This is an optimization exercise on Yosys and OpenROAD, whose aim is small area, not a production implementation. Function was checked by simulation only, so behaviour that the tests miss may differ from the original. Power figures rest on the tool's default switching activity, not on a simulated workload.

Design censor_rtl, start of the top module:
module censor_rtl(
    input clock,
    input reset,
    input enable,
    input bloom_write,
    input [7:0] char_in,
    output [7:0] char_out,
    output data_ready
    );
    localparam NFLAG = 22;       
    wire space_in = (char_in == 8'h20);
    wire take_text = enable & ~bloom_write;
    wire [7:0] crc, hash;
    wire hit;
    wire [7:0] oldest, next_oldest;
    wire hash_load = enable & ~reset & ~space_in;
    wire hash_hold = ~enable & ~reset;
    crc8_rtl crc8(clock, hash_load, hash_hold, char_in, crc);
    pearson8_rtl pearson8(clock, hash_load, hash_hold, char_in, hash);
    bloom_filter_rtl bloom_filter(clock, reset, ~reset & enable & bloom_write & space_in, crc, hash, hit);
    fifo_rtl #(.DEPTH(44)) line(clock, take_text, char_in, oldest, next_oldest);
    reg [5:0] count;
    assign data_ready = count[5] & count[3] & count[2];
    always @(posedge clock)
        if (reset) count <= 6'd0;
        else if (take_text & ~data_ready) count <= count + 6'd1;
    reg in_word;
    always @(posedge clock)
        if (reset) in_word <= 1'b0;
        else if (enable) in_word <= space_in ? 1'b0 : (in_word | ~bloom_write);
    wire push = take_text & space_in & in_word;
    wire out_space = (oldest == 8'h20);
    wire next_space = (next_oldest == 8'h20);
  ...
For scale: roughly 2500 cells after synthesis, about 21 I/O pins.
Settings: LEC_CHECK=0, CAP_MARGIN=20, CORE_MARGIN=2, CORE_UTILIZATION=70, CTS_BUF_LIST=sky130_fd_sc_hd__clkbuf_8, CTS_CLUSTER_DIAMETER=80, CTS_CLUSTER_SIZE=16, PLACE_DENSITY=0.8, SLEW_MARGIN=20, SYNTH_HIERARCHICAL=1; clock period 10.0 ns.
run.sh (not shown) runs the stock make flow with config.mk's settings and CLKGATE_MAP_FILE= SYNTH_SCRIPT=/design/flow/synth_recipe.tcl, a recipe that flattens the netlist after the stock synthesis.
==> next run, changes <==
==> flow/flow/run.sh (new file) <==
#!/bin/bash
# The standard layout (standard.sh: ORFS synthesis through finish), with
# two changes passed to ORFS through its own variables:
#  - clock tree synthesis with clkbuf_8 buffers, clusters of at most 16 sinks
#    within 80 um, and no dummy loads;
#  - input and output ports are buffered with buf_1 cells (repair may still
#    resize them).
# make's full output goes to standard.log here; ORFS writes each step's log
# under orfs/logs/.
set -euo pipefail
export CTS_ARGS="-sink_clustering_enable -repair_clock_nets -sink_clustering_size 16 -sink_clustering_max_diameter 80 -buf_list sky130_fd_sc_hd__clkbuf_8 -dont_use_dummy_load"
export BUFFER_PORTS_ARGS="-buffer_cell sky130_fd_sc_hd__buf_1"
bash standard.sh > standard.log 2>&1
==> flow/standard.sh (new file) <==
#!/bin/bash
# synth_recipe.tcl (not shown) runs the flow's synth.tcl, then flattens the netlist and writes it again
# the make line also repeats each setting of config.mk as NAME=value (left out here)
make -C /OpenROAD-flow-scripts/flow DESIGN_CONFIG=/design/flow/config.mk WORK_HOME=/design/flow/orfs CLKGATE_MAP_FILE= SYNTH_SCRIPT=/design/flow/synth_recipe.tcl "${@:-finish}"
CORE_UTILIZATION = 55   (was 70)
PLACE_DENSITY = 0.7   (was 0.8)
removed: flow/run.sh
Cell count rose by 3.7%; count of clock-buffer cells in the layout went down by 6; hold slack got worse by 0.064 ns; global-route usage went down by 9.8 points; critical path depth came out higher by 5; total power decreases by 2.6%; final area falls by 0.52%; setup slack improved by 0.61 ns.

* * *

Another version of the RTL of censor_rtl (not shown whole).
Size in the first run: about 2500 cells after synthesis, roughly 910 flip-flops, roughly 33000 µm² of cells after synthesis.
Settings: LEC_CHECK=0, CAP_MARGIN=20, CORE_MARGIN=2, CORE_UTILIZATION=55, CTS_BUF_LIST=sky130_fd_sc_hd__clkbuf_8, CTS_CLUSTER_DIAMETER=80, CTS_CLUSTER_SIZE=16, PLACE_DENSITY=0.7, SLEW_MARGIN=20, SYNTH_HIERARCHICAL=1; clock period 10.0 ns.
Stock flow here: none of the scripts above is used.
The baseline completed with no timing, DRC or antenna violations.
==> next run, changes <==
==> flow/flow/run.sh (new file) <==
#!/bin/bash
# The standard layout (standard.sh: ORFS synthesis through finish), with
# two changes passed to ORFS through its own variables:
#  - clock tree synthesis with clkbuf_8 buffers, clusters of at most 18 sinks
#    within 80 um, and no dummy loads;
#  - input and output ports are buffered with buf_1 cells (repair may still
#    resize them).
# make's full output goes to standard.log here; ORFS writes each step's log
# under orfs/logs/.
set -euo pipefail
export CTS_ARGS="-sink_clustering_enable -repair_clock_nets -sink_clustering_size 18 -sink_clustering_max_diameter 80 -buf_list sky130_fd_sc_hd__clkbuf_8 -dont_use_dummy_load"
export BUFFER_PORTS_ARGS="-buffer_cell sky130_fd_sc_hd__buf_1"
bash standard.sh > standard.log 2>&1
==> flow/standard.sh (new file) <==
#!/bin/bash
# synth_recipe.tcl (not shown) runs the flow's synth.tcl, then flattens the netlist and writes it again
# the make line also repeats each setting of config.mk as NAME=value (left out here)
make -C /OpenROAD-flow-scripts/flow DESIGN_CONFIG=/design/flow/config.mk WORK_HOME=/design/flow/orfs CLKGATE_MAP_FILE= SYNTH_SCRIPT=/design/flow/synth_recipe.tcl "${@:-finish}"
--- a/flow/config.mk
+++ b/flow/config.mk
@@ -10 +10 @@
-export CORE_UTILIZATION = 55
+export CORE_UTILIZATION = 60
@@ -13,3 +13,3 @@
-export CTS_CLUSTER_SIZE = 16
-export PLACE_DENSITY = 0.7
-export SLEW_MARGIN = 20
+export CTS_CLUSTER_SIZE = 18
+export PLACE_DENSITY = 0.75
+export SLEW_MARGIN = 40
removed: flow/run.sh
Result: Setup slack gets better by 0.14 ns. Clock power came out lower by about 13%. Design area came out lower by 1.5%. Fmax came out higher by 2.5%. Combinational power stays flat.
==> next run, changes <==
--- a/flow/config.mk
+++ b/flow/config.mk
@@ -10 +10 @@
-export CORE_UTILIZATION = 60
+export CORE_UTILIZATION = 55
@@ -14 +14 @@
-export PLACE_DENSITY = 0.75
+export PLACE_DENSITY = 0.7
Effect:
- The new run went through all stages and came out clean
- setup slack is better by 0.22 ns
- total power rises by 0.53%
- maximum frequency rises by 4.2%
- hold slack is worse by 0.013 ns
==> next run, changes <==
--- a/flow/flow/run.sh
+++ b/flow/flow/run.sh
@@ -4 +4 @@
-#  - clock tree synthesis with clkbuf_8 buffers, clusters of at most 18 sinks
+#  - clock tree synthesis with clkbuf_8 buffers, clusters of at most 16 sinks
@@ -11 +11 @@
-export CTS_ARGS="-sink_clustering_enable -repair_clock_nets -sink_clustering_size 18 -sink_clustering_max_diameter 80 -buf_list sky130_fd_sc_hd__clkbuf_8 -dont_use_dummy_load"
+export CTS_ARGS="-sink_clustering_enable -repair_clock_nets -sink_clustering_size 16 -sink_clustering_max_diameter 80 -buf_list sky130_fd_sc_hd__clkbuf_8 -dont_use_dummy_load"
--- a/flow/config.mk
+++ b/flow/config.mk
@@ -13 +13 @@
-export CTS_CLUSTER_SIZE = 18
+export CTS_CLUSTER_SIZE = 16
@@ -15 +15 @@
-export SLEW_MARGIN = 40
+export SLEW_MARGIN = 20
The new run ran to the end with violations: max-slew violations.
Clock skew is lower by 0.018 ns.
Non-clock buffer count is lower by 3.
Utilization stays flat.
Setup slack gets worse by 0.0085 ns.
Power is higher by 1.4%.
==> next run, changes <==
--- a/flow/config.mk
+++ b/flow/config.mk
@@ -15 +15 @@
-export SLEW_MARGIN = 20
+export SLEW_MARGIN = 40
After rerunning: With this change the flow completed without violations; setup slack is better by 0.032 ns; die area is unchanged; power stays flat; final area stays flat; combinational power stays flat; global-route usage is about the same; count of clock-buffer cells in the layout does not change; cell count barely changes; fmax rises by 0.60%; via count climbs by 0.55%; hold slack hardly moves.

==> static timing again, ports no longer ideal <==
The results above use ideal ports. As a check the final layouts listed here were re-extracted and re-timed, cells and wires unchanged. Step 1, drivers: a clkbuf_16 drives clock and a buf_2 each remaining input, both assumed. Step 2 also shifts input and output timing later by t, the mid clock arrival at the registers, as if the neighbouring blocks saw the same clock. Three values: ideal ports, drivers, drivers and shift; two values: the first two.
run	shift t [ns]	slack for setup (ns)	slew at the worst register clock pin (ns)
the first run of note 1	0.726	4.009 / 3.951 / 3.569	0.11 / 0.11
the second run of note 1	0.702	4.615 / 4.652 / 3.950	0.11 / 0.11
the first run of note 2	0.720	4.334 / 4.278 / 3.688	0.11 / 0.11
the second run of note 2	0.726	4.470 / 4.499 / 3.773	0.12 / 0.12
the third run of note 2	0.728	4.691 / 4.636 / 4.093	0.12 / 0.12
the fourth run of note 2	0.689	4.682 / 4.627 / 4.048	0.11 / 0.11
the fifth run of note 2	0.711	4.714 / 4.659 / 4.084	0.11 / 0.11
For the second run of note 2, which loses most, drivers alone change the setup slack by +0.029 ns; drivers and shift together by -0.697 ns.
